Source: an optimization exercise on an open RTL-to-GDS flow (aim: small area and a short achievable clock period). Production flows keep margins and buffers that such runs may drop.
At most, simulation tests tie the RTL to the original design; equivalence was not proved.
No functional check of the RTL was part of runs 2 to 7.
Power and IR drop assume default switching activity.

### flow/constraint.sdc
create_clock -name core_clock -period 4.5 [get_ports {clk}]
set_input_delay 0.9000 -clock core_clock [delete_from_list [all_inputs] [get_ports {clk}]]
set_output_delay 0.9000 -clock core_clock [all_outputs]
set_load 0.01 [all_outputs]
### flow/config.mk
export PLATFORM = sky130hd
export DESIGN_NAME = alu_reg
export DESIGN_NICKNAME = alu_reg
export VERILOG_FILES = /design/flow/design.v
export SDC_FILE = /design/flow/constraint.sdc
export NUM_CORES = 8
export LEC_CHECK = 0
export CAP_MARGIN = 20
export CORE_MARGIN = 2
export CORE_UTILIZATION = 40
export SLEW_MARGIN = 20
### flow/run.sh
#!/bin/bash
# synth_recipe.tcl (not shown) runs the flow's synth.tcl, then flattens the netlist and writes it again
# the make line also repeats each setting of config.mk as NAME=value (left out here)
make -C /OpenROAD-flow-scripts/flow DESIGN_CONFIG=/design/flow/config.mk WORK_HOME=/design/flow/orfs CLKGATE_MAP_FILE= SYNTH_SCRIPT=/design/flow/synth_recipe.tcl finish
### flow/design.v
module ALU
(  
  input [2:0] Op_code,
  input [31:0] A, B,
  output reg [31:0] Y
);
always@(Op_code or A or B )
 begin
  case(Op_code)
    3'b000: Y = A;
    3'b001: Y = A + B;
    3'b010: Y = A - B;
    3'b011: Y = A & B;
    3'b100: Y = A | B;
    3'b101: Y = A + 1;
    3'b110: Y = A - 1;
    3'b111: Y = B;
    default:  Y = 8'h00000000;
  endcase
 end
endmodule
module alu_reg
( input         clk,
  input  [2:0]  Op_code,
  input  [31:0] A, B,
  output [31:0] Y
);
  reg  [2:0]  op_r;
  reg  [31:0] a_r, b_r, y_r;
  wire [31:0] y_c;
  ALU u_alu (.Op_code(op_r), .A(a_r), .B(b_r), .Y(y_c));
  always @(posedge clk) begin
    op_r <= Op_code;
    a_r  <= A;
    b_r  <= B;
    y_r  <= y_c;
  end
  assign Y = y_r;
endmodule
==> run summary, run 1 <==
DRC 0; largest area contributor in the netlist dfxtp_1; final setup vio count 0; final-report hold violation count 0; vias per cell 5.69; Post-DRT Antenna Nets 0; sw frac 31.0%; Peak Freq 234 MHz; combinational share of power 31.4%; Wirelength per Cell 17.6 um; total routed wirelength 16800 um; post-route minimum period 4.28 ns; clk buf depth 2; count leader, synth dfxtp_1; Root Driver clkbuf_16; first-pass detailed-route iteration total 7; worst slew pin tran 1.08 ns; die area 14600 um2; Die Wd 121 um; Main synth FF type dfxtp_1; # rows 42; top post-synthesis cells by area dfxtp_1 (36%), ha_1 (8.3%), nand2_1 (5.9%), o21ai_0 (4.6%), a221oi_1 (4.2%); CP Capture Type register; setup_tns 0 ns; Max VDD drop 233 uV; fin area 7110 um2; Psw 0.813 mW; Max-Cap Viols 0; headroom to the max-slew limit 27.5%; pin count of the biggest net entering global routing 36; Slew Limit Fails 0; Tcrit/Tclk final 95.1%; Initial Util 41.0%; Max FO, Critical Path 6; Worst Setup Slack, final 0.221 ns; fill cell total of the finished layout 1247; Leak Pwr 2.95 nW; initial antenna violation count 0; power per cell area 369 nW/um2; Antenna Cells 0; Tot GR Track Use 23.5%; Die H 121 um; DRT iter0 DRCs 534; Syn Nets 777; RSZ-0062 raised after global routing false; via count of the first global-routing pass 5150; synthesis warning total 2; Clk pwr share 29.2%; via count 5421; Placed Instance Area 6750 um2; worst path required time 4.72 ns; fraction of registers with async set/reset 0%; Int Pwr 1.81 mW; Yosys top cell area share 36.4%; clk_skew 0.0159 ns; Mapped Cells 672; most frequent cells after synthesis dfxtp_1 (99), nand2_1 (86), nor2_1 (50), o21ai_0 (50), a21oi_1 (44); Mapped Area 5450 um2; hold_buf cts 0; FF+latch count, synth 99; worst hold-check path type register to register; wire length of the first global-routing pass 26600 um; status finished clean; Clock transition at path regs 0.08 ns; CTS tree done; Netlist cell types 54; htree depth 3; Final Core Density 53.5%; Worst Path Arrival 4.50 ns; Flop pwr share 39.4%; dpl ws 0.113 ns; Avg Cell Area, Syn 8.11 um2; Top Ports 100; Post-synth EDFFs 0; final weighted congestion in routability-driven placement 0.922; total CTS buffers 9; Worst-Skew Late Latency 0.36 ns; total core area 13300 um2; layout cells sized above 1 8.75%; DP HPWL 12200 um; post-synthesis sequential area ratio 36.4%; number of I/O port buffers 99; CP Class register to register; CP Launch Type register; nets 878; Sink Count 99; GRT Residual Overflow 0; Area Growth Syn to Fin 30.5%
## cells by family (layout without fill, tap and decap cells)
kind of cell / after synthesis / count (layout) / synth area share (%)
AO/OA/AOI/OAI: 212 / 212 / 26.4
XOR/XNOR: 27 / 27 / 4.34
adder cells (fa/ha/maj): 37 / 37 / 8.63
buffers and inverters: 76 / 181 / 5.39
flip-flops: 99 / 99 / 36.4
multiplexers: 1 / 1 / 0.184
AND/OR/NAND/NOR: 220 / 220 / 18.7
## per-stage QoR
stage / hold WS, ns / total power [mW] / cells
finish: 0.495 / 2.63 / 953
global route: 0.526 / 2.77 / 953
CTS: 0.499 / 2.63 / 952
detailed placement: 0.482 / 1.86 / 937
global placement: 0.494 / 1.85 / 937
floorplan: 0.459 / 1.51 / 672
## final timing paths
kind	startpoint	to	slack, ns	depth (start not counted)
worst min register to register	a_r[0]	y_r[0]	0.50	2
worst max-delay path	b_r[3]	y_r[31]	0.22	17
worst max register to register	b_r[3]	y_r[31]	0.22	17
worst min-delay path	a_r[0]	y_r[0]	0.50	2
## cells in the final DEF, fill, tap and decap left out, drive strengths merged, types with 3 or more instances in the layout
cell type	synthesis	final
nand2	86	86
nand3	20	20
nor2	50	50
xnor2	21	21
dfxtp	99	99
a221oi	26	26
nor4	6	6
buf	2	31
clkdlybuf4s50	0	99
a22oi	8	8
o211ai	3	3
and2	3	3
o31ai	4	4
nand4	10	10
clkbuf	38	9
o21ai	57	57
o21a	4	4
a31oi	3	3
nor3	17	17
a21o	16	16
ha	36	36
clkinvlp	0	3
inv	36	37
a211oi	9	9
a21oi	44	44
nand2b	5	5
xor2	6	6
o21bai	8	8
a222oi	19	19
or3	13	13
## registers in the layout, indices dropped and copies added, names as in the netlist
name  cells
a_r      32
b_r      32
op_r      3
y_r      32
## per-layer routing
| layer | GRT usage (%) | vias to the layer above | wire length (um) |
|---|---|---|---|
| met5 | 0 | - | 0 |
| met4 | 9.23 | 0 | 380 |
| met3 | 4.20 | 29 | 1180 |
| met2 | 35.8 | 224 | 7390 |
| met1 | 32.9 | 2508 | 7840 |
| li1 | - | 2660 | - |
## timing repair
action                                  CTS  global route
endpoints found under the setup margin    0             8
gates resized for setup                   0            15
buffers inserted                          0             1
## critical path, stage by stage (launching register included)
cell and delay (ns):
dfxtp_2 0.36, nor4_4 0.32, nand2_1 0.13, or3_4 0.36
or3_4 0.34, or3_4 0.35, o21ai_2 0.13, a221oi_2 0.08
ha_1 0.35, and2_4 0.20, a21o_1 0.19, a31o_1 0.20
a221o_1 0.34, a211oi_4 0.27, buf_4 0.16, o31ai_1 0.08
xnor2_1 0.17, a32oi_1 0.11
## layout make-up
type / count / area (um2) / area share [%]
multi-input combinational: 497 / 3260 / 45.8
sequential: 99 / 1980 / 27.9
timing repair buffer: 130 / 1220 / 17.2
clock buffer: 9 / 225 / 3.17
tap: 176 / 220 / 3.10
inverter: 36 / 135 / 1.90
clock inverter: 6 / 66.3 / 0.932
## power by group through the flow
stage                     Sequential, mW  Clock (mW)  Combinational, mW
after detailed placement            1.05           0              0.804
after floorplan                     1.07           0              0.442
final                               1.03       0.767              0.825
after CTS                           1.03       0.784              0.811
after global routing                1.04       0.826              0.899
after global placement              1.05           0              0.802
==> run 2, diff against run 1 <==
==> flow/design.v (replaced) <==
module ALU_pre
( input  [2:0]  Op_code,
  input  [31:0] A, B,
  output [31:0] U,
  output [2:0] G
);
  wire cin   = (Op_code == 3'b010) | (Op_code == 3'b101);
  reg  [31:0] x, y;
  always @(*) begin
    case (Op_code)
      3'b011:  x = A & B;
      3'b100:  x = A | B;
      3'b111:  x = B;
      default: x = A;
    endcase
    case (Op_code)
      3'b001:  y = B;
      3'b010:  y = ~B;
      3'b110:  y = 32'hFFFFFFFF;
      default: y = 32'd0;
    endcase
  end
  assign {G[0], U[7:0]} = {1'b0, x[7:0]} + {1'b0, y[7:0]} + cin;
  assign {G[1], U[15:8]} = {1'b0, x[15:8]} + {1'b0, y[15:8]} + 1'b0;
  assign {G[2], U[23:16]} = {1'b0, x[23:16]} + {1'b0, y[23:16]} + 1'b0;
  assign U[31:24] = x[31:24] + y[31:24] + 1'b0;
endmodule
module ALU_post
( input  [31:0] U,
  input  [2:0] G,
  output [31:0] Y
);
  wire p0 = &U[7:0];
  wire p1 = &U[15:8];
  wire p2 = &U[23:16];
  wire p3 = &U[31:24];
  wire [3:0] c;
  assign c[0] = 1'b0;
  assign c[1] = (G[0]);
  assign c[2] = (G[0] & p1) | (G[1]);
  assign c[3] = (G[0] & p1 & p2) | (G[1] & p2) | (G[2]);
  assign Y[7:0] = U[7:0] + c[0];
  assign Y[15:8] = U[15:8] + c[1];
  assign Y[23:16] = U[23:16] + c[2];
  assign Y[31:24] = U[31:24] + c[3];
endmodule
module alu_reg
( input         clk,
  input  [2:0]  Op_code,
  input  [31:0] A, B,
  output [31:0] Y
);
  wire [31:0] u_c, y_c;
  wire [2:0]  g_c;
  reg  [31:0] u_r, y_r;
  reg  [2:0]  g_r;
  ALU_pre  u_pre  (.Op_code(Op_code), .A(A), .B(B), .U(u_c), .G(g_c));
  ALU_post u_post (.U(u_r), .G(g_r), .Y(y_c));
  always @(posedge clk) begin
    u_r <= u_c;
    g_r <= g_c;
    y_r <= y_c;
  end
  assign Y = y_r;
endmodule
==> run summary, run 2 <==
Die H 106 um (-12%); DP HPWL 7580 um (-38%); Peak Freq 270 MHz (+16%); post-synthesis sequential area ratio 32.0% (-4.4 points); Worst Path Arrival 3.97 ns (-0.53 ns); Post-synth EDFFs 0 (unchanged); Worst-Skew Late Latency 0.35 ns (about the same); Max-Cap Viols 0 (unchanged); total routed wirelength 9770 um (-42%); CP Capture Type register; DRC 0 (unchanged); Avg Cell Area, Syn 9.18 um2 (+13%); initial antenna violation count 0 (unchanged); via count 3554 (-34%); Top Registers u_r (32), y_r (32), g_r (3); final setup vio count 0 (unchanged); fraction of registers with async set/reset 0% (unchanged); Wirelength per Cell 14.1 um (-20%); # rows 37 (-12%); Tcrit/Tclk final 82.3% (-13 points); Initial Util 41.0% (about the same); Root Driver clkbuf_8; CP Class input port to register; fin cells 694 (-27%); Leak Pwr 2.44 nW (-17%); Die Wd 106 um (-12%); Post-CTS Resized 0 (unchanged); top post-synthesis cells by area dfxtp_1 (32%), mux2i_1 (15%), ha_1 (11%), a21oi_1 (9.2%), xnor2_1 (6.5%); total CTS buffers 9 (unchanged); setup bufs post-CTS 0 (unchanged); Max VDD drop 163 uV (-30%); FF+latch count, synth 67 (-32%); most frequent cells in the layout clkdlybuf4s50_1 (98), a21oi_1 (77), dfxtp_1 (67), mux2i_1 (61), ha_1 (36); status finished clean; final weighted congestion in routability-driven placement 0.852 (-7.6%); vias per cell 5.12 (-10%); Worst Hold Launch u_r[3]; DRT iter0 DRCs 62 (-88%); Syn Nets 566 (-27%); RSZ-0062 raised after global routing false; Yosys top cell area share 32.0% (-4.4 points); post-route minimum period 3.70 ns (-0.576 ns); flop2flop setup slack 2.39 ns (+2.17 ns); worst hold-check path type register to register; setup_tns 0 ns (unchanged); power per cell area 348 nW/um2 (-5.6%); overall power of the completed layout 1.91 mW (-27%); worst slew pin tran 0.503 ns (-0.580 ns); Mapped Cells 457 (-32%); fill cell total of the finished layout 954 (-23%); most frequent cells after synthesis a21oi_1 (77), dfxtp_1 (67), mux2i_1 (61), ha_1 (36), nand2b_1 (33); worst hold stages 0 (-2); Main synth FF type dfxtp_1; die area 11300 um2 (-22%); Area Growth Syn to Fin 30.6% (about the same); first-pass detailed-route iteration total 4 (-3); Max FO, Critical Path 16 (+10); Slew Limit Fails 0 (unchanged); Sink Count 67 (-32%); clk_skew 0.0151 ns (-0.000814 ns); Post-DRT Antenna Nets 0 (unchanged); Reg-to-Reg End y_r[31]; total core area 10200 um2 (-23%); Antenna Cells 0 (unchanged); reg-to-reg startpoint u_r[10]; via count of the first global-routing pass 3518 (-32%); nets 663 (-24%); htree depth 3 (unchanged); Clock transition at path regs 0.08 ns (about the same); Hold Crit Endpoint y_r[3]; layout cells sized above 1 5.91% (-2.8 points); CP Launch Type input port; Placed Cells 679 (-28%); largest area contributor in the netlist dfxtp_1; clk buf depth 2 (unchanged); GRT Residual Overflow 0 (unchanged); wire length of the first global-routing pass 16300 um (-39%); worst path required time 4.77 ns (+0.05 ns); count leader, synth a21oi_1; synthesis warning total 2 (unchanged); Tot GR Track Use 18.2% (-5.4 points); hold_buf cts 0 (unchanged); headroom to the max-slew limit 66.3% (+39 points); Final Core Density 53.5% (about the same); pin count of the biggest net entering global routing 24 (-33%); Mapped Area 4190 um2 (-23%); final-report hold violation count 0 (unchanged); CTS tree done; commonest non-fill, non-tap cell in the layout clkdlybuf4s50_1; Top Ports 100 (unchanged); number of I/O port buffers 99 (unchanged); Netlist cell types 41 (-24%); Fin Hold WS 0.322 ns (-0.173 ns); R2R cell count 9 (-8)
[run 2: cell count changes in the layout (fill, tap and decap cells not counted), sizes merged, moves of 32 or more]
cell / delta
nand2: -77
mux2i: +60
o21ai: -47
a21oi: +34
dfxtp: -32
[run 2: cells by family after synthesis]
family / Yosys count / synth area share (%)
XOR/XNOR: 38 / 7.94
buffers and inverters: 36 / 3.82
adder cells (fa/ha/maj): 41 / 13.1
flip-flops: 67 / 32.0
AO/OA/AOI/OAI: 116 / 15.8
multiplexers: 63 / 15.1
AND/OR/NAND/NOR: 96 / 12.3
[run 2: worst max-delay path by stage]
stage / startpoint / to / slack (ns) / depth (start not counted)
after floorplan: Op_code[1] / g_r[2] / 1.06 / 15
after global placement: Op_code[2] / g_r[0] / 0.59 / 10
after detailed placement: Op_code[2] / u_r[6] / 0.43 / 10
after CTS: Op_code[2] / u_r[6] / 0.82 / 10
after global routing: Op_code[2] / u_r[6] / 0.59 / 10
final: Op_code[2] / u_r[6] / 0.80 / 10
[run 2: metrics by stage]
step                cell area, um2  setup WS (ns)
global route                  5480          0.590
CTS                           5480          0.818
detailed placement            5320          0.429
global placement              5320          0.588
finish                        5480          0.797
floorplan                     4190           1.06
[run 2: routing by layer]
layer | track usage, % | routed length [um] | vias up
met2 | 32.0 | 4870 | 89
met3 | 4.66 | 474 | 15
met4 | 7.05 | 190 | 0
li1 | - | - | 1806
met1 | 21.0 | 4230 | 1644
met5 | 0 | 0 | -
[run 2: layout make-up]
type / instances / area [um2] / share of cell area [%]
Multi-Input combinational cell: 354 / 2690 / 49.2
Sequential cell: 67 / 1340 / 24.5
Timing Repair Buffer: 110 / 1070 / 19.5
Tap cell: 136 / 170 / 3.11
Clock buffer: 10 / 128 / 2.33
Inverter: 12 / 45.0 / 0.822
Clock inverter: 5 / 31.3 / 0.571
[run 2: critical path, stage by stage]
cell and delay, ns:
clkdlybuf4s50_1 0.78, nand2b_1 0.18, mux2_2 0.35, fa_1 0.45, fa_1 0.42, nor2b_1 0.13, o21ai_0 0.11, a21boi_0 0.33
o21ai_0 0.16, a21oi_1 0.16
[run 2: report_power, final]
part	switching (mW)	leakage (nW)	total (mW)	internal [mW]
Sequential	0.0694	0.565	0.826	0.756
Clock	0.232	0.0819	0.427	0.195
Combinational	0.281	1.80	0.656	0.375
==> run 3, diff against run 2 <==
==> flow/design.v (replaced) <==
module ALU_pre
( input  [2:0]  Op_code,
  input  [31:0] A, B,
  output [31:0] U,
  output [6:0] G
);
  wire cin   = (Op_code == 3'b010) | (Op_code == 3'b101);
  reg  [31:0] x, y;
  always @(*) begin
    case (Op_code)
      3'b011:  x = A & B;
      3'b100:  x = A | B;
      3'b111:  x = B;
      default: x = A;
    endcase
    case (Op_code)
      3'b001:  y = B;
      3'b010:  y = ~B;
      3'b110:  y = 32'hFFFFFFFF;
      default: y = 32'd0;
    endcase
  end
  assign {G[0], U[3:0]} = {1'b0, x[3:0]} + {1'b0, y[3:0]} + cin;
  assign {G[1], U[7:4]} = {1'b0, x[7:4]} + {1'b0, y[7:4]} + 1'b0;
  assign {G[2], U[11:8]} = {1'b0, x[11:8]} + {1'b0, y[11:8]} + 1'b0;
  assign {G[3], U[15:12]} = {1'b0, x[15:12]} + {1'b0, y[15:12]} + 1'b0;
  assign {G[4], U[19:16]} = {1'b0, x[19:16]} + {1'b0, y[19:16]} + 1'b0;
  assign {G[5], U[23:20]} = {1'b0, x[23:20]} + {1'b0, y[23:20]} + 1'b0;
  assign {G[6], U[27:24]} = {1'b0, x[27:24]} + {1'b0, y[27:24]} + 1'b0;
  assign U[31:28] = x[31:28] + y[31:28] + 1'b0;
endmodule
module ALU_post
( input  [31:0] U,
  input  [6:0] G,
  output [31:0] Y
);
  wire p0 = &U[3:0];
  wire p1 = &U[7:4];
  wire p2 = &U[11:8];
  wire p3 = &U[15:12];
  wire p4 = &U[19:16];
  wire p5 = &U[23:20];
  wire p6 = &U[27:24];
  wire p7 = &U[31:28];
  wire [7:0] c;
  assign c[0] = 1'b0;
  assign c[1] = (G[0]);
  assign c[2] = (G[0] & p1) | (G[1]);
  assign c[3] = (G[0] & p1 & p2) | (G[1] & p2) | (G[2]);
  assign c[4] = (G[0] & p1 & p2 & p3) | (G[1] & p2 & p3) | (G[2] & p3) | (G[3]);
  assign c[5] = (G[0] & p1 & p2 & p3 & p4) | (G[1] & p2 & p3 & p4) | (G[2] & p3 & p4) | (G[3] & p4) | (G[4]);
  assign c[6] = (G[0] & p1 & p2 & p3 & p4 & p5) | (G[1] & p2 & p3 & p4 & p5) | (G[2] & p3 & p4 & p5) | (G[3] & p4 & p5) | (G[4] & p5) | (G[5]);
  assign c[7] = (G[0] & p1 & p2 & p3 & p4 & p5 & p6) | (G[1] & p2 & p3 & p4 & p5 & p6) | (G[2] & p3 & p4 & p5 & p6) | (G[3] & p4 & p5 & p6) | (G[4] & p5 & p6) | (G[5] & p6) | (G[6]);
  assign Y[3:0] = U[3:0] + c[0];
  assign Y[7:4] = U[7:4] + c[1];
  assign Y[11:8] = U[11:8] + c[2];
  assign Y[15:12] = U[15:12] + c[3];
  assign Y[19:16] = U[19:16] + c[4];
  assign Y[23:20] = U[23:20] + c[5];
  assign Y[27:24] = U[27:24] + c[6];
  assign Y[31:28] = U[31:28] + c[7];
endmodule
module alu_reg
( input         clk,
  input  [2:0]  Op_code,
  input  [31:0] A, B,
  output [31:0] Y
);
  wire [31:0] u_c, y_c;
  wire [6:0]  g_c;
  reg  [31:0] u_r, y_r;
  reg  [6:0]  g_r;
  ALU_pre  u_pre  (.Op_code(Op_code), .A(A), .B(B), .U(u_c), .G(g_c));
  ALU_post u_post (.U(u_r), .G(g_r), .Y(y_c));
  always @(posedge clk) begin
    u_r <= u_c;
    g_r <= g_c;
    y_r <= y_c;
  end
  assign Y = y_r;
endmodule
==> run summary, run 3 <==
Worst Setup Slack, final 1.38 ns (+0.583 ns); first-pass detailed-route iteration total 4 (unchanged); Reg-to-Reg End y_r[30]; final-report hold violation count 0 (unchanged); crit path from Op_code[0]; clk_skew 0.00961 ns (-0.00547 ns); Worst-Skew Late Latency 0.35 ns (about the same); Netlist cell types 35 (-15%); Max FO, Critical Path 21 (+5); Clock transition at path regs 0.07 ns (about the same); Placed Cells 652 (-4.0%); Main synth FF type dfxtp_1; Die H 107 um (+0.52%); reg-to-reg startpoint u_r[10]; total routed wirelength 9940 um (+1.8%); Yosys top cell area share 33.5% (+1.5 points); Tot GR Track Use 18.0% (-0.14 points); hold_buf cts 0 (unchanged); top post-synthesis cells by area dfxtp_1 (34%), mux2i_1 (14%), ha_1 (13%), a21oi_1 (8.4%), nand2b_1 (5.3%); Syn Nets 554 (-2.1%); Max VDD drop 191 uV (+17%); via count 3346 (-5.9%); layout cells sized above 1 4.89% (-1.0 points); Mapped Cells 433 (-5.3%); Root Driver clkbuf_8; # rows 37 (unchanged); nets 648 (-2.3%); DRC 0 (unchanged); Area Growth Syn to Fin 30.3%; Worst Path Arrival 3.36 ns (-0.61 ns); setup bufs post-CTS 0 (unchanged); worst slew pin tran 0.788 ns (+0.285 ns); Fin Hold WS 0.328 ns (+0.00594 ns); fin cells 668 (-3.7%); flop2flop setup slack 2.19 ns (-0.20 ns); post-route minimum period 3.12 ns (-0.583 ns); vias per cell 5.01 (-2.2%); Tcrit/Tclk final 69.3% (-13 points); R2R cell count 6 (-3); FF+latch count, synth 71 (+6.0%); Top Ports 100 (unchanged); worst hold-check path type register to register; power per cell area 360 nW/um2 (+3.3%); fraction of registers with async set/reset 0% (unchanged); final setup vio count 0 (unchanged); DRT iter0 DRCs 119 (+92%); total CTS buffers 9 (unchanged); htree depth 3 (unchanged); Avg Cell Area, Syn 9.79 um2 (+6.7%); dpl ws 1.01 ns (+0.586 ns); status finished clean; Post-DRT Antenna Nets 0 (unchanged); crit path cell chain buf_2, nand2b_4, and2_1, buf_4, a21oi_1, a21oi_1, fa_1, fa_1, a21o_1, a21o_1; Post-synth EDFFs 0 (unchanged); initial antenna violation count 0 (unchanged); CP Class input port to register; final weighted congestion in routability-driven placement 0.788 (-7.5%); headroom to the max-slew limit 46.6% (-20 points); Worst path max stage delay 0.45 ns (-0.33 ns); Top Registers u_r (32), y_r (32), g_r (7); pin count of the biggest net entering global routing 37 (+54%); most frequent cells after synthesis a21oi_1 (71), dfxtp_1 (71), mux2i_1 (61), ha_1 (44), nand2b_1 (36); Antenna Cells 0 (unchanged); DP HPWL 7630 um (+0.69%); RSZ-0062 raised after global routing false; Initial Util 41.1% (+0.069 points); Wirelength per Cell 14.9 um (+5.7%); Leak Pwr 2.64 nW (+8.2%); via count of the first global-routing pass 3270 (-7.0%); largest area contributor in the netlist dfxtp_1; overall power of the completed layout 1.99 mW (+4.2%); Sink Count 71 (+6.0%); setup_tns 0 ns (unchanged); clk buf depth 2 (unchanged); die area 11400 um2 (+1.0%); commonest non-fill, non-tap cell in the layout clkdlybuf4s50_1; CTS tree done; number of I/O port buffers 99 (unchanged); wire length of the first global-routing pass 16000 um (-1.5%); GRT Residual Overflow 0 (unchanged); post-synthesis sequential area ratio 33.5% (+1.5 points); Slew Limit Fails 0 (unchanged); most frequent cells in the layout clkdlybuf4s50_1 (97), a21oi_1 (71), dfxtp_1 (71), mux2i_1 (61), ha_1 (44); Die Wd 107 um (+0.52%); Max-Cap Viols 0 (unchanged); worst path required time 4.74 ns (-0.03 ns); CP Capture Type register; Post-CTS Resized 0 (unchanged); CP Capture Point g_r[0]; Peak Freq 321 MHz (+19%); CP Launch Type input port; synthesis warning total 2 (unchanged); Mapped Area 4240 um2 (+1.1%); Critical-path top delay cell buf_2; total core area 10300 um2 (+0.91%)
[run 3: power by group]
part / total (mW) / leakage [nW] / internal [mW] / switching, mW
clock network: 0.500 / 0.0960 / 0.254 / 0.246
logic: 0.624 / 1.95 / 0.355 / 0.269
registers: 0.865 / 0.598 / 0.792 / 0.0733
[run 3: worst min path at each step]
stage            from  endpoint  slack, ns  depth (start not counted)
6_report       u_r[1]    y_r[1]       0.33                          0
3_3_place_gp   u_r[0]    y_r[0]       0.32                          0
4_1_cts        u_r[1]    y_r[1]       0.33                          0
5_1_grt        u_r[1]    y_r[1]       0.33                          0
3_5_place_dp   u_r[1]    y_r[1]       0.32                          0
2_1_floorplan  u_r[0]    y_r[0]       0.31                          0
[run 3: cell families after synthesis]
group,count (synthesis),synth area share (%)
compound gates,107,14.4
flops,71,33.5
simple gates,69,9.98
mux,61,14.4
fa+ha+maj,53,17.2
buf+inv,42,4.22
xor+xnor,30,6.20
[run 3: layer usage]
layer  track usage (%)  part of all wire [%]  vias up  wire [um]
met3              4.19                   4.5       12        443
li1                  -                     -     1706          -
met5                 0                     0        -          0
met4              5.38                   1.3        0        127
met2              29.1                    46       71       4580
met1              24.0                    48     1557       4790
[run 3: final cells by class]
cell class | instances | area, um2
multi-input combinational | 320 | 2640
clock buffer | 10 | 128
sequential | 71 | 1420
tap | 136 | 170
timing repair buffer | 106 | 1030
fill | 944 | 4800
clock inverter | 6 | 61.3
inverter | 19 | 71.3
[run 3: through the flow]
stage	util [%]	area (um2)
2_1_floorplan	-	4240
3_3_place_gp	51.7	5340
3_5_place_dp	51.7	5340
4_1_cts	53.5	5520
5_1_grt	53.5	5520
6_report	53.5	5520
[run 3: critical path, delay by kind of cell]
family                   cells  cell delay (ns)
adder cells (fa/ha/maj)      2             0.86
buffers and inverters        2             0.68
AO/OA/AOI/OAI                4             0.54
AND/OR/NAND/NOR              2             0.36
==> run 4, diff against run 3 <==
--- a/flow/config.mk
+++ b/flow/config.mk
@@ -5,7 +5,9 @@
 export SDC_FILE = /design/flow/constraint.sdc
 export NUM_CORES = 8
 export LEC_CHECK = 0
+export ABC_CLOCK_PERIOD_IN_PS = 1500
 export CAP_MARGIN = 20
 export CORE_MARGIN = 2
 export CORE_UTILIZATION = 40
+export SETUP_SLACK_MARGIN = 2.9
 export SLEW_MARGIN = 20
==> run summary, run 4 <==
FF+latch count, synth 71 (unchanged); Antenna Cells 0 (unchanged); Fin Hold WS 0.345 ns (+0.0171 ns); worst path required time 4.74 ns (about the same); clk_skew 0.00650 ns (-0.00311 ns); total core area 10300 um2 (unchanged); cell family with most CP delay adder cells; most frequent cells after synthesis a21oi_1 (71), dfxtp_1 (71), mux2i_1 (61), ha_1 (44), nand2b_1 (36); Max-Cap Viols 0 (unchanged); top post-synthesis cells by area dfxtp_1 (34%), mux2i_1 (14%), ha_1 (13%), a21oi_1 (8.4%), nand2b_1 (5.3%); combinational share of power 34.4% (+3.1 points); flop2flop setup slack 2.70 ns (+0.51 ns); initial antenna violation count 0 (unchanged); total CTS buffers 9 (unchanged); status finished clean; Int Pwr 1.45 mW (+3.7%); fraction of registers with async set/reset 0% (unchanged); Max FO, Critical Path 4 (-81%); htree depth 3 (unchanged); Root Driver clkbuf_8; via count of the first global-routing pass 3797 (+16%); Die H 107 um (unchanged); Yosys top cell area share 33.5% (unchanged); worst hold-check path type register to register; nets 698 (+7.7%); Critical-path top delay cell fa_2; fill cell total of the finished layout 854 (-9.5%); Die Wd 107 um (unchanged); worst slew pin tran 0.311 ns (-0.478 ns); WP depth 11 (+1); die area 11400 um2 (unchanged); Peak Freq 414 MHz (+29%); Post-DRT Antenna Nets 0 (unchanged); Mapped Area 4240 um2 (unchanged); Initial Util 41.1% (unchanged); GRT Residual Overflow 0 (unchanged); Worst Path Arrival 2.66 ns (-0.70 ns); DP HPWL 7270 um (-4.7%); Flop pwr share 41.5% (-2.0 points); Netlist cell types 35 (unchanged); Final Core Density 63.3% (+9.8 points); Placed Cells 649 (-0.46%); # rows 37 (unchanged); CTS tree done; multi-input logic area 3160 um2 (+20%); setup_tns 0 ns (unchanged); CP Launch Type input port; clk buf depth 2 (unchanged); Psw 0.676 mW (+15%); DRC 0 (unchanged); first-pass detailed-route iteration total 4 (unchanged); largest area contributor in the netlist dfxtp_1; headroom to the max-slew limit 79.2% (+33 points); Slew Limit Fails 0 (unchanged); wire length of the first global-routing pass 19000 um (+19%); worst path buffer plus inverter count 3 (+1); number of I/O port buffers 99 (unchanged); final-report hold violation count 0 (unchanged); Mapped Cells 433 (unchanged); layout cells sized above 1 36.9% (+32 points); CP Capture Type register; Tot GR Track Use 21.6% (+3.6 points); Sink Count 71 (unchanged); Avg Cell Area, Syn 9.79 um2 (unchanged); sw frac 31.8% (+2.2 points); Main synth FF type dfxtp_1; Clk pwr share 24.1% (-1.1 points); synthesis warning total 2 (unchanged); crit path from Op_code[1]; Worst path max stage delay 0.39 ns (-0.06 ns); Tcrit/Tclk final 53.7% (-16 points); post-synthesis sequential area ratio 33.5% (unchanged); via count 3631 (+8.5%); Reg-to-Reg End y_r[30]; most frequent cells in the layout dfxtp_1 (54), clkdlybuf4s50_1 (54), mux2i_1 (53), nand2b_1 (34), a21oi_1 (33); crit path cell chain buf_8, nand2b_4, and2_4, buf_12, buf_8, a21oi_4, a21oi_2, ha_2, fa_2, a21o_1, a21o_1; fin cells 718 (+7.5%); Leak Pwr 3.08 nW (+16%); Seq. cell area 1440 um2 (+1.5%); final weighted congestion in routability-driven placement 0.805 (+2.1%); Wirelength per Cell 16.9 um (+14%); power per cell area 325 nW/um2 (-9.6%); final setup vio count 0 (unchanged); Post-synth EDFFs 0 (unchanged); Worst-Skew Late Latency 0.34 ns (about the same); CP Capture Point g_r[4]; pin count of the biggest net entering global routing 31 (-16%); Max VDD drop 192 uV (+0.95%); DRT iter0 DRCs 125 (+5.0%); vias per cell 5.06 (+0.96%); R2R cell count 8 (+2); Syn Nets 554 (unchanged); reg-to-reg startpoint g_r[0]; total routed wirelength 12200 um (+22%); hold_buf cts 0 (unchanged); post-route minimum period 2.42 ns (-0.702 ns); Top Registers u_r (32), y_r (32), g_r (7); Clock transition at path regs 0.08 ns (about the same); RSZ-0062 raised after global routing true; CP Class input port to register; Top Ports 100 (unchanged); Area Growth Syn to Fin 54.3%
[run 4: cell types whose count changed in the layout (fill, tap and decap cells not counted), sizes merged]
cell           previous run  this run
bufbuf                    0         2
clkinv                    4         3
nand2b                   37        38
dlymetal6s2s              0         1
and2                      2         4
buf                       9        87
clkdlybuf4s50            97        54
dlygate4sd2               0         8
clkinvlp                  1         2
inv                      19        20
[run 4: what timing repair did]
item	in CTS	in global routing
setup buffers	37	11
cloned	5	0
pin swaps	44	39
resized for setup	235	57
setup endpoints to repair	87	87
[run 4: worst min path at each step]
stage                      start      to  depth (start not counted)
after CTS                 u_r[2]  y_r[2]                          0
after global routing      u_r[2]  y_r[2]                          0
after floorplan           u_r[0]  y_r[0]                          0
after detailed placement  u_r[2]  y_r[2]                          0
final                     u_r[3]  y_r[3]                          0
after global placement    u_r[2]  y_r[2]                          0
[run 4: routing by layer]
layer / GRT usage, % / vias to the layer above / routed length, um
li1: - / 1810 / -
met1: 27.9 / 1724 / 5460
met2: 36.3 / 85 / 5830
met3: 4.74 / 12 / 720
met4: 5.94 / 0 / 136
met5: 0 / - / 0
[run 4: stage by stage]
step / worst slack (ns) / cell area [um2] / total power, mW
6_report: 2.08 / 6540 / 2.13
5_1_grt: 2.05 / 6540 / 2.25
4_1_cts: 2.09 / 6220 / 2.07
3_5_place_dp: 1.13 / 5420 / 1.52
3_3_place_gp: 1.20 / 5420 / 1.51
2_1_floorplan: 1.76 / 4400 / 1.20
[run 4: worst register-to-register path: stages (launching register included)]
cell and delay (ns):
dfxtp_2 0.36, nand3_2 0.08, o21ai_2 0.18, o311ai_4 0.12, buf_12 0.16, o311ai_4 0.35, ha_4 0.22, ha_4 0.13
xor2_1 0.13
[run 4: final cells by class]
class	instances	share of cell area [%]
Clock buffer	9	1.89
Clock inverter	7	1.11
Inverter	19	1.09
Multi-Input combinational cell	323	48.4
Sequential cell	71	22.1
Tap cell	136	2.60
Timing Repair Buffer	153	22.9
[run 4: logic make-up after synthesis]
| kind of cell | synth area share (%) |
|---|---|
| AO/OA/AOI/OAI | 14.4 |
| flip-flops | 33.5 |
| AND/OR/NAND/NOR | 9.98 |
| multiplexers | 14.4 |
| adder cells (fa/ha/maj) | 17.2 |
| buffers and inverters | 4.22 |
| XOR/XNOR | 6.20 |
[run 4: power groups by stage]
| stage | clock, mW | combinational, mW | sequential [mW] |
|---|---|---|---|
| finish | 0.514 | 0.732 | 0.882 |
| global route | 0.550 | 0.800 | 0.898 |
| CTS | 0.533 | 0.672 | 0.870 |
| detailed placement | 0 | 0.639 | 0.881 |
| global placement | 0 | 0.634 | 0.877 |
| floorplan | 0 | 0.294 | 0.911 |
==> run 5, diff against run 4 <==
==> flow/config.mk (replaced) <==
export PLATFORM = sky130hd
export DESIGN_NAME = alu_reg
export DESIGN_NICKNAME = alu_reg
export VERILOG_FILES = /design/flow/design.v
export SDC_FILE = /design/flow/constraint.sdc
export NUM_CORES = 8
export LEC_CHECK = 0
export ABC_CLOCK_PERIOD_IN_PS = 2000
export CAP_MARGIN = 20
export CORE_MARGIN = 2
export CORE_UTILIZATION = 40
export SETUP_SLACK_MARGIN = 2.5
export SLEW_MARGIN = 20
==> run summary, run 5 <==
Syn Nets 554 (unchanged); setup_tns 0 ns (unchanged); Worst Hold Launch u_r[3]; fill cell total of the finished layout 853 (-0.12%); top post-synthesis cells by area dfxtp_1 (34%), mux2i_1 (14%), ha_1 (13%), a21oi_1 (8.4%), nand2b_1 (5.3%); Leak Pwr 3.16 nW (+2.8%); Root Driver clkbuf_8; Mapped Area 4240 um2 (unchanged); worst path required time 4.74 ns (about the same); final weighted congestion in routability-driven placement 0.836 (+3.9%); nets 701 (+0.43%); Mapped Cells 433 (unchanged); # rows 37 (unchanged); Top Registers u_r (32), y_r (32), g_r (7); FF+latch count, synth 71 (unchanged); headroom to the max-slew limit 73.8% (-5.5 points); Max FO, Critical Path 7 (+3); Placed Instance Area 5410 um2 (-0.28%); CP Class input port to register; Post-Synth XOR/XNOR Area 6.20% (unchanged); Hold Crit Endpoint y_r[3]; Peak Freq 414 MHz (about the same); Post-synth EDFFs 0 (unchanged); commonest non-fill, non-tap cell in the layout dfxtp_1; Max VDD drop 196 uV (+2.1%); Yosys top cell area share 33.5% (unchanged); Post-DRT Antenna Nets 0 (unchanged); most frequent cells after synthesis a21oi_1 (71), dfxtp_1 (71), mux2i_1 (61), ha_1 (44), nand2b_1 (36); worst hold stages 0 (unchanged); wire length of the first global-routing pass 18000 um (-5.1%); final-report hold violation count 0 (unchanged); Slew Limit Fails 0 (unchanged); total routed wirelength 11600 um (-4.3%); vias per cell 5.04 (-0.36%); multiplexer area fraction after synthesis 14.4% (unchanged); fraction of registers with async set/reset 0% (unchanged); most frequent cells in the layout dfxtp_1 (71), mux2i_1 (51), clkdlybuf4s50_1 (51), a21oi_1 (39), dlygate4sd2_1 (39); flop2flop setup slack 2.63 ns (-0.07 ns); fin area 6590 um2 (+0.71%); Worst Path Arrival 2.65 ns (about the same); post-synthesis compound-gate area fraction 14.4% (unchanged); Die Wd 107 um (unchanged); R2R cell count 7 (-1); total CTS buffers 9 (unchanged); Initial Util 41.1% (unchanged); Netlist cell types 35 (unchanged); power per cell area 342 nW/um2 (+5.2%); via count of the first global-routing pass 3681 (-3.1%); adder-cell share of the synthesized area 17.2% (unchanged); htree depth 3 (unchanged); number of I/O port buffers 99 (unchanged); RSZ-0062 raised after global routing true; Clock transition at path regs 0.08 ns (about the same); reg-to-reg startpoint g_r[0]; GRT Residual Overflow 0 (unchanged); Top Ports 100 (unchanged); synthesis warning total 2 (unchanged); DRT iter0 DRCs 83 (-34%); clk buf depth 2 (unchanged); Main synth FF type dfxtp_1; Tcrit/Tclk final 53.7% (about the same); Area Growth Syn to Fin 55.4%; final setup vio count 0 (unchanged); layout cells sized above 1 26.5% (-10 points); hold_buf cts 0 (unchanged); pin count of the biggest net entering global routing 27 (-13%); CTS tree done; status finished clean; via count 3633 (+0.055%); Final Core Density 63.8% (+0.45 points); post-route minimum period 2.42 ns (-0.00130 ns); post-synthesis sequential area ratio 33.5% (unchanged); Sink Count 71 (unchanged); overall power of the completed layout 2.25 mW (+5.9%); DRC 0 (unchanged); DP HPWL 7250 um (-0.35%); Die H 107 um (unchanged); Wirelength per Cell 16.1 um (-4.7%); first-pass detailed-route iteration total 4 (unchanged); Fin Hold WS 0.330 ns (-0.0148 ns); Avg Cell Area, Syn 9.79 um2 (unchanged); Tot GR Track Use 20.4% (-1.2 points); largest area contributor in the netlist dfxtp_1; largest family of logic cells by synthesized area adder cells; post-synthesis simple-gate area fraction 9.98% (unchanged); Reg-to-Reg End y_r[30]; Max-Cap Viols 0 (unchanged); initial antenna violation count 0 (unchanged); total core area 10300 um2 (unchanged); Antenna Cells 0 (unchanged); die area 11400 um2 (unchanged); worst slew pin tran 0.393 ns (+0.0819 ns); clk_skew 0.00962 ns (+0.00311 ns); worst hold-check path type register to register; CP Capture Type register; Worst-Skew Late Latency 0.35 ns (about the same); CP Launch Type input port
-- run 5: cell counts after synthesis --
Identical to the previous run, type by type.
-- run 5: what timing repair did --
item,in CTS,in global routing
resized for setup,119,44
setup endpoints to repair,83,36
buffers inserted,42,9
pin swaps,49,38
gates cloned,4,1
-- run 5: per-layer routing --
metal	track usage [%]	up-vias	part of all wire, %
met5	0	-	0
met2	32.0	94	46
met1	27.4	1707	47
met3	5.29	13	5.9
li1	-	1819	-
met4	6.68	0	1.2
-- run 5: cell type report --
cell class / instances / area, um2 / share of cell area [%]
multi-input cells: 322 / 3010 / 45.7
flip-flops and latches: 71 / 1420 / 21.6
clock buffers: 9 / 124 / 1.88
inverters: 19 / 71.3 / 1.08
well taps: 136 / 170 / 2.58
clock inverters: 7 / 143 / 2.17
repair buffers: 157 / 1650 / 25.0
-- run 5: metrics by stage --
stage,instances,setup slack [ns]
6_report,721,2.08
5_1_grt,721,2.05
4_1_cts,711,2.08
3_5_place_dp,649,1.02
3_3_place_gp,649,1.08
2_1_floorplan,433,1.76
-- run 5: worst max path at each step --
stage               startpoint      to  slack, ns  depth (start not counted)
floorplan           Op_code[0]  g_r[0]       1.76                         11
global placement    Op_code[0]  g_r[0]       1.08                          9
detailed placement  Op_code[0]  g_r[0]       1.02                          9
CTS                 Op_code[1]  g_r[0]       2.08                          9
global route        Op_code[1]  g_r[3]       2.05                         13
finish              Op_code[1]  g_r[0]       2.08                          9
-- run 5: cell families after synthesis --
family,after synthesis
muxes,61
buffers and inverters,42
AOI/OAI and AO/OA,107
xor gates and xnor gates,30
adders and majority gates,53
DFF,71
and+or+nand+nor,69
-- run 5: power by group --
part	leakage (nW)	total, mW	internal [mW]	switching [mW]
clock	0.134	0.691	0.426	0.265
sequential	0.598	0.859	0.791	0.0682
combinational	2.43	0.704	0.384	0.320
total	3.16	2.25	1.60	0.653
-- run 5: critical path, stage by stage --
cell	delay (ns)
buf_8	0.08
nand2b_4	0.14
buf_6	0.11
buf_4	0.18
mux2i_2	0.10
fa_2	0.42
fa_2	0.38
a21o_1	0.16
a21o_1	0.18
==> run 6, diff against run 5 <==
==> flow/config.mk (replaced) <==
export PLATFORM = sky130hd
export DESIGN_NAME = alu_reg
export DESIGN_NICKNAME = alu_reg
export VERILOG_FILES = /design/flow/design.v
export SDC_FILE = /design/flow/constraint.sdc
export NUM_CORES = 8
export LEC_CHECK = 0
export CAP_MARGIN = 20
export CORE_MARGIN = 2
export CORE_UTILIZATION = 40
export SETUP_SLACK_MARGIN = 2.0
export SLEW_MARGIN = 20
==> run summary, run 6 <==
Critical-path top delay cell fa_2; Top Ports 100 (unchanged); worst path required time 4.76 ns (+0.02 ns); DRC 0 (unchanged); # rows 37 (unchanged); wire length of the first global-routing pass 17100 um (-5.3%); via count of the first global-routing pass 3409 (-7.4%); number of I/O port buffers 99 (unchanged); Top Registers u_r (32), y_r (32), g_r (7); final setup vio count 0 (unchanged); hold_buf cts 0 (unchanged); die area 11400 um2 (unchanged); Root Driver clkbuf_8; Int Pwr 1.47 mW (-8.4%); total core area 10300 um2 (unchanged); Post-synth EDFFs 0 (unchanged); DRT iter0 DRCs 130 (+57%); largest area contributor in the netlist dfxtp_1; Tcrit/Tclk final 54.8% (+1.1 points); combinational share of power 32.3% (+1.1 points); clk_skew 0.00647 ns (-0.00315 ns); Max-Cap Viols 0 (unchanged); post-synthesis simple-gate area fraction 9.98% (unchanged); clk buf depth 2 (unchanged); post-route minimum period 2.46 ns (+0.0485 ns); Die H 107 um (unchanged); final-report hold violation count 0 (unchanged); sw frac 29.4% (+0.42 points); synthesis warning total 2 (unchanged); initial antenna violation count 0 (unchanged); pin count of the biggest net entering global routing 43 (+59%); multiplexer area fraction after synthesis 14.4% (unchanged); via count 3484 (-4.1%); total CTS buffers 9 (unchanged); total routed wirelength 10900 um (-6.2%); CP Launch Type input port; htree depth 3 (unchanged); crit path cell chain clkdlybuf4s15_2, buf_12, nand2b_1, mux2i_1, fa_2, fa_2, a21o_1, a21o_1; most frequent cells after synthesis a21oi_1 (71), dfxtp_1 (71), mux2i_1 (61), ha_1 (44), nand2b_1 (36); status finished clean; largest family of logic cells by synthesized area adder cells; setup_tns 0 ns (unchanged); Clock transition at path regs 0.07 ns (about the same); CP Class input port to register; Psw 0.610 mW (-6.6%); Initial Util 41.1% (unchanged); final weighted congestion in routability-driven placement 0.866 (+3.6%); GRT Residual Overflow 0 (unchanged); Avg Cell Area, Syn 9.79 um2 (unchanged); layout cells sized above 1 12.6% (-14 points); worst hold-check path type register to register; cell family with most CP delay adder cells; Clk pwr share 26.0% (-4.7 points); vias per cell 5.09 (+1.1%); Peak Freq 406 MHz (-2.0%); fin area 5890 um2 (-11%); Yosys top cell area share 33.5% (unchanged); Max FO, Critical Path 36 (+29); commonest non-fill, non-tap cell in the layout clkdlybuf4s50_1; DP HPWL 7520 um (+3.8%); Slew Limit Fails 0 (unchanged); Final Core Density 57.1% (-6.7 points); headroom to the max-slew limit 50.3% (-23 points); post-synthesis sequential area ratio 33.5% (unchanged); Mapped Area 4240 um2 (unchanged); Mapped Cells 433 (unchanged); worst path buffer plus inverter count 2 (-1); Post-DRT Antenna Nets 0 (unchanged); Die Wd 107 um (unchanged); Flop pwr share 41.6% (+3.5 points); post-synthesis compound-gate area fraction 14.4% (unchanged); Leak Pwr 2.80 nW (-12%); RSZ-0062 raised after global routing true; Post-Synth XOR/XNOR Area 6.20% (unchanged); Main synth FF type dfxtp_1; worst slew pin tran 0.734 ns (+0.341 ns); nets 664 (-5.3%); CP Capture Type register; Fin Hold WS 0.331 ns (+0.000401 ns); Worst path max stage delay 0.42 ns (about the same); FF+latch count, synth 71 (unchanged); most frequent cells in the layout clkdlybuf4s50_1 (94), dfxtp_1 (71), a21oi_1 (62), mux2i_1 (58), ha_1 (40); Syn Nets 554 (unchanged); Sink Count 71 (unchanged); Max VDD drop 167 uV (-15%); power per cell area 352 nW/um2 (+2.9%); CTS tree done; Placed Cells 650 (+0.15%); fraction of registers with async set/reset 0% (unchanged); Area Growth Syn to Fin 39.0%; adder-cell share of the synthesized area 17.2% (unchanged); top post-synthesis cells by area dfxtp_1 (34%), mux2i_1 (14%), ha_1 (13%), a21oi_1 (8.4%), nand2b_1 (5.3%); Tot GR Track Use 19.6% (-0.81 points); Netlist cell types 35 (unchanged); fin cells 684 (-5.1%); Worst Path Arrival 2.72 ns (+0.07 ns); first-pass detailed-route iteration total 4 (unchanged); Placed Instance Area 5360 um2 (-0.83%); Wirelength per Cell 16.0 um (-1.1%); Worst-Skew Late Latency 0.36 ns (about the same); Antenna Cells 0 (unchanged)
[run 6: cell types whose count changed in the layout (fill, tap and decap cells not counted), sizes merged]
cell,before,now
and2,3,2
clkbuf,10,14
clkdlybuf4s50,51,94
dlymetal6s2s,6,2
bufbuf,1,2
bufinv,4,1
buf,59,20
clkdlybuf4s15,0,1
dlygate4sd2,39,0
[run 6: worst register-to-register path, stage by stage, from the launching register on]
cell	delay, ns
dfxtp_1	0.33
and4_1	0.24
o311ai_1	0.63
o21ai_0	0.35
ha_1	0.29
ha_1	0.19
xor2_1	0.13
[run 6: repair_timing]
item | CTS | global route
gates resized for setup | 20 | 17
cloned | 3 | 1
setup endpoints to repair | 32 | 11
pin swaps | 4 | 3
buffers inserted | 6 | 8
[run 6: path summary, 6_finish.rpt]
check	from	end	slack, ns	depth (start not counted)
max reg2reg	u_r[10]	y_r[26]	2.23	6
min	u_r[2]	y_r[2]	0.33	0
max	Op_code[2]	g_r[0]	2.04	8
min reg2reg	u_r[2]	y_r[2]	0.33	0
[run 6: cell type report]
type,instances,area [um2]
clock buffer,12,155
fill,924,4430
tap,136,170
timing repair buffer,121,1280
inverter,19,71.3
clock inverter,4,52.6
multi-input combinational,321,2740
sequential,71,1420
[run 6: kinds of logic after synthesis]
family	Yosys count
AND/OR/NAND/NOR	69
adder cells (fa/ha/maj)	53
AO/OA/AOI/OAI	107
multiplexers	61
flip-flops	71
buffers and inverters	42
XOR/XNOR	30
[run 6: stage by stage]
step	setup WS (ns)	power, mW
3_5_place_dp	1.10	1.51
2_1_floorplan	1.73	1.19
5_1_grt	1.98	2.20
4_1_cts	2.01	2.08
6_report	2.04	2.08
3_3_place_gp	1.18	1.50
[run 6: power by group through the flow]
stage / sequential (mW) / combinational (mW) / clock, mW
2_1_floorplan: 0.911 / 0.279 / 0
3_3_place_gp: 0.877 / 0.626 / 0
3_5_place_dp: 0.879 / 0.632 / 0
4_1_cts: 0.866 / 0.662 / 0.557
5_1_grt: 0.881 / 0.735 / 0.582
6_report: 0.865 / 0.671 / 0.541
[run 6: per-layer routing]
layer | global-route usage, % | part of all wire [%] | vias up
met5 | 0 | 0 | -
met1 | 26.5 | 49 | 1639
met3 | 3.47 | 4.7 | 13
met2 | 30.7 | 44 | 85
met4 | 8.44 | 1.7 | 0
li1 | - | - | 1747
==> run 7, diff against run 6 <==
--- a/flow/config.mk
+++ b/flow/config.mk
@@ -5,8 +5,9 @@
 export SDC_FILE = /design/flow/constraint.sdc
 export NUM_CORES = 8
 export LEC_CHECK = 0
+export ABC_AREA = 1
 export CAP_MARGIN = 20
 export CORE_MARGIN = 2
 export CORE_UTILIZATION = 40
-export SETUP_SLACK_MARGIN = 2.0
+export SETUP_SLACK_MARGIN = 2.7
 export SLEW_MARGIN = 20
==> run summary, run 7 <==
status finished clean; Worst Setup Slack, final 2.22 ns (+0.187 ns); Flop pwr share 40.9% (-0.7 points); cell mode on critical path buf_6; wire length of the first global-routing pass 18400 um (+8.0%); Int Pwr 1.46 mW (-0.39%); die area 11100 um2 (-2.7%); Mapped Cells 521 (+20%); Mapped Area 4120 um2 (-2.8%); final weighted congestion in routability-driven placement 0.874 (+0.87%); top sig layer met4; Routed met1 length 5050 um (-6.4%); nets 788 (+19%); Critical-path top delay cell fa_2; Main synth FF type dfxtp_1; number of I/O port buffers 99 (unchanged); CP Class input port to register; final setup vio count 0 (unchanged); DP HPWL 7430 um (-1.2%); via count of the first global-routing pass 3755 (+10%); worst slew pin tran 0.427 ns (-0.306 ns); Post-synth EDFFs 0 (unchanged); total CTS buffers 9 (unchanged); top post-synthesis cells by area dfxtp_1 (34%), ha_1 (13%), a21oi_1 (11%), inv_1 (7.6%), nand2_1 (7.0%); Die H 105 um (-1.4%); Peak Freq 439 MHz (+8.2%); vias per cell 4.83 (-5.2%); most frequent cells in the layout inv_1 (74), dfxtp_1 (67), nand2_1 (66), a21oi_1 (64), clkdlybuf4s50_1 (55); crit path cell chain buf_12, clkinv_8, nand2_8, nand3_4, buf_8, buf_6, buf_6, nand2_4, a22oi_2, buf_4, fa_2, inv_2; Final Core Density 62.2% (+5.1 points); # rows 37 (unchanged); GRT Residual Overflow 0 (unchanged); fin cells 807 (+18%); Netlist cell types 30 (-14%); commonest non-fill, non-tap cell in the layout inv_1; Syn Nets 642 (+16%); layout cells sized above 1 33.4% (+21 points); Post-DRT Antenna Nets 0 (unchanged); Max VDD drop 243 uV (+46%); met3 wire length 524 um (+2.9%); Top Registers u_r (32), y_r (32), g_r (7); Fin Hold WS 0.332 ns (+0.000813 ns); count leader, synth a21oi_1; Placed Instance Area 5280 um2 (-1.5%); flop2flop setup slack 2.78 ns (+0.55 ns); Tot GR Track Use 21.4% (+1.7 points); Tcrit/Tclk final 50.6% (-4.2 points); Antenna Cells 0 (unchanged); initial antenna violation count 0 (unchanged); most frequent cells after synthesis a21oi_1 (94), inv_1 (83), nand2_1 (77), dfxtp_1 (71), ha_1 (44); DRC 0 (unchanged); total core area 10100 um2 (-1.8%); Met2 Routed Length 5830 um (+21%); RSZ-0062 raised after global routing true; fraction of registers with async set/reset 0% (unchanged); Worst Path Arrival 2.52 ns (-0.20 ns); clk buf depth 2 (unchanged); Wirelength per Cell 14.7 um (-7.7%); Psw 0.670 mW (+9.9%); Avg Cell Area, Syn 7.91 um2 (-19%); combinational share of power 33.5% (+1.2 points); pin count of the biggest net entering global routing 32 (-26%); Initial Util 40.6% (-0.42 points); worst path required time 4.74 ns (-0.02 ns); CP Launch Type input port; post-route minimum period 2.28 ns (-0.187 ns); final-report hold violation count 0 (unchanged); fin area 6300 um2 (+7.0%); setup_tns 0 ns (unchanged); first-pass detailed-route iteration total 4 (unchanged); Max FO, Critical Path 4 (-89%); Worst path max stage delay 0.52 ns (+0.10 ns); dpl ws 0.961 ns (-0.140 ns); power per cell area 338 nW/um2 (-4.1%); overall power of the completed layout 2.13 mW (+2.6%); Yosys top cell area share 34.5% (+0.97 points); CTS tree done; FF+latch count, synth 71 (unchanged); Clock transition at path regs 0.07 ns (about the same); htree depth 3 (unchanged); Clk pwr share 25.6% (-0.4 points); Die Wd 105 um (-1.4%); post-synthesis sequential area ratio 34.5% (+0.97 points); CP Capture Type register; Leak Pwr 3.08 nW (+10%); largest area contributor in the netlist dfxtp_1; Root Driver clkbuf_8; total routed wirelength 11900 um (+8.9%); worst hold-check path type register to register; Sink Count 71 (unchanged); sw frac 31.5% (+2.1 points); Worst-Skew Late Latency 0.34 ns (-0.02 ns); Placed Cells 742 (+14%); Top Ports 100 (unchanged); headroom to the max-slew limit 71.5% (+21 points); via count 3897 (+12%); clk_skew 0.00752 ns (+0.00105 ns); DRT iter0 DRCs 139 (+6.9%); synthesis warning total 2 (unchanged); Area Growth Syn to Fin 53.0%; Slew Limit Fails 0 (unchanged); Max-Cap Viols 0 (unchanged)
==> run 7: cell count changes in the layout (fill, tap and decap cells not counted), sizes merged, moves of 13 or more <==
cell / previous run / this run
buf: 20 / 54
nand2: 4 / 80
a21o: 20 / 0
nor2: 2 / 15
nand2b: 38 / 0
clkdlybuf4s50: 94 / 55
nand3: 8 / 22
inv: 20 / 94
o21ai: 9 / 38
mux2i: 61 / 0
a21oi: 71 / 95
clkbuf: 14 / 29
==> run 7: cell families after synthesis <==
group | count (synthesis) | share of synthesized area [%]
AOI/OAI and AO/OA | 143 | 18.6
adders and majority gates | 53 | 17.7
xor gates and xnor gates | 29 | 6.16
and+or+nand+nor | 117 | 12.2
DFF | 71 | 34.5
buffers and inverters | 108 | 10.8
==> run 7: power by group through the flow <==
| stage | logic (mW) | registers [mW] | clock network [mW] |
|---|---|---|---|
| 2_1_floorplan | 0.292 | 0.923 | 0 |
| 3_3_place_gp | 0.645 | 0.882 | 0 |
| 4_1_cts | 0.694 | 0.871 | 0.558 |
| 3_5_place_dp | 0.653 | 0.884 | 0 |
| 5_1_grt | 0.786 | 0.891 | 0.587 |
| 6_report | 0.713 | 0.873 | 0.546 |
==> run 7: path summary, 6_finish.rpt <==
| path | start | end | cells after the start |
|---|---|---|---|
| hold reg to reg | u_r[0] | y_r[0] | 0 |
| setup reg to reg | g_r[0] | y_r[29] | 10 |
| hold / removal | u_r[0] | y_r[0] | 0 |
| setup / recovery | Op_code[0] | u_r[25] | 12 |
==> run 7: per-layer routing <==
metal	track usage (%)	vias up
met2	36.1	111
li1	-	1985
met4	10.9	0
met3	3.09	36
met5	0	-
met1	26.4	1765
==> run 7: area by class of cell <==
cell class,instances,area [um2]
Fill cell,858,3830
Multi-Input combinational cell,344,2720
Sequential cell,71,1430
Timing Repair Buffer,145,1340
Inverter,92,400
Tap cell,136,170
Clock buffer,9,124
Clock inverter,6,86.3
Timing Repair inverter,4,32.5
==> run 7: critical path, delay by kind of cell <==
family	cells	cell delay [ns]
buffers and inverters	7	0.76
adder cells (fa/ha/maj)	1	0.52
AND/OR/NAND/NOR	3	0.26
AO/OA/AOI/OAI	1	0.07
==> run 7: what timing repair did <==
action	4_1_cts	5_1_grt
setup endpoints to repair	75	62
setup buffers	29	14
hold endpoints to repair	0	0
pin swaps	44	54
hold buffers	0	0
cloned	6	1
gates resized for setup	178	90

afterwards: timing with drivers on the ports:
The results above use ideal ports. As a check the final layouts listed here were re-extracted and re-timed, cells and wires unchanged. Step 1, drivers: a clkbuf_16 drives clk and a buf_2 each remaining input, both assumed. Step 2, shift: input delay + t, output delay - t, t = (earliest + latest rising clock arrival at the registers) / 2. This alone moves slack from input paths to output paths. Three values: ideal, step 1, step 2; two values: the first two.
| run | t (ns) | slack for setup (ns) | hold WS [ns] | worst setup path at the end |
|---|---|---|---|---|
| run 1 | 0.399 | 0.221 / 0.221 / 0.221 | 0.495 / 0.495 / 0.495 | register to register |
| run 2 | 0.373 | 0.797 / 0.805 / 0.432 | 0.322 / 0.322 / 0.322 | input to register |
| run 3 | 0.375 | 1.381 / 1.394 / 1.019 | 0.328 / 0.328 / 0.328 | input to register |
| run 4 | 0.376 | 2.083 / 2.078 / 1.702 | 0.345 / 0.345 / 0.345 | input to register |
| run 5 | 0.383 | 2.084 / 2.069 / 1.686 | 0.330 / 0.330 / 0.330 | input to register |
| run 6 | 0.395 | 2.035 / 2.049 / 1.655 | 0.331 / 0.331 / 0.331 | input to register |
| run 7 | 0.372 | 2.223 / 2.181 / 1.809 | 0.332 / 0.332 / 0.332 | input to register |
After both steps every run listed still meets setup and hold. For run 7, which loses most, drivers alone change the setup slack by -0.042 ns; drivers and shift together by -0.414 ns.
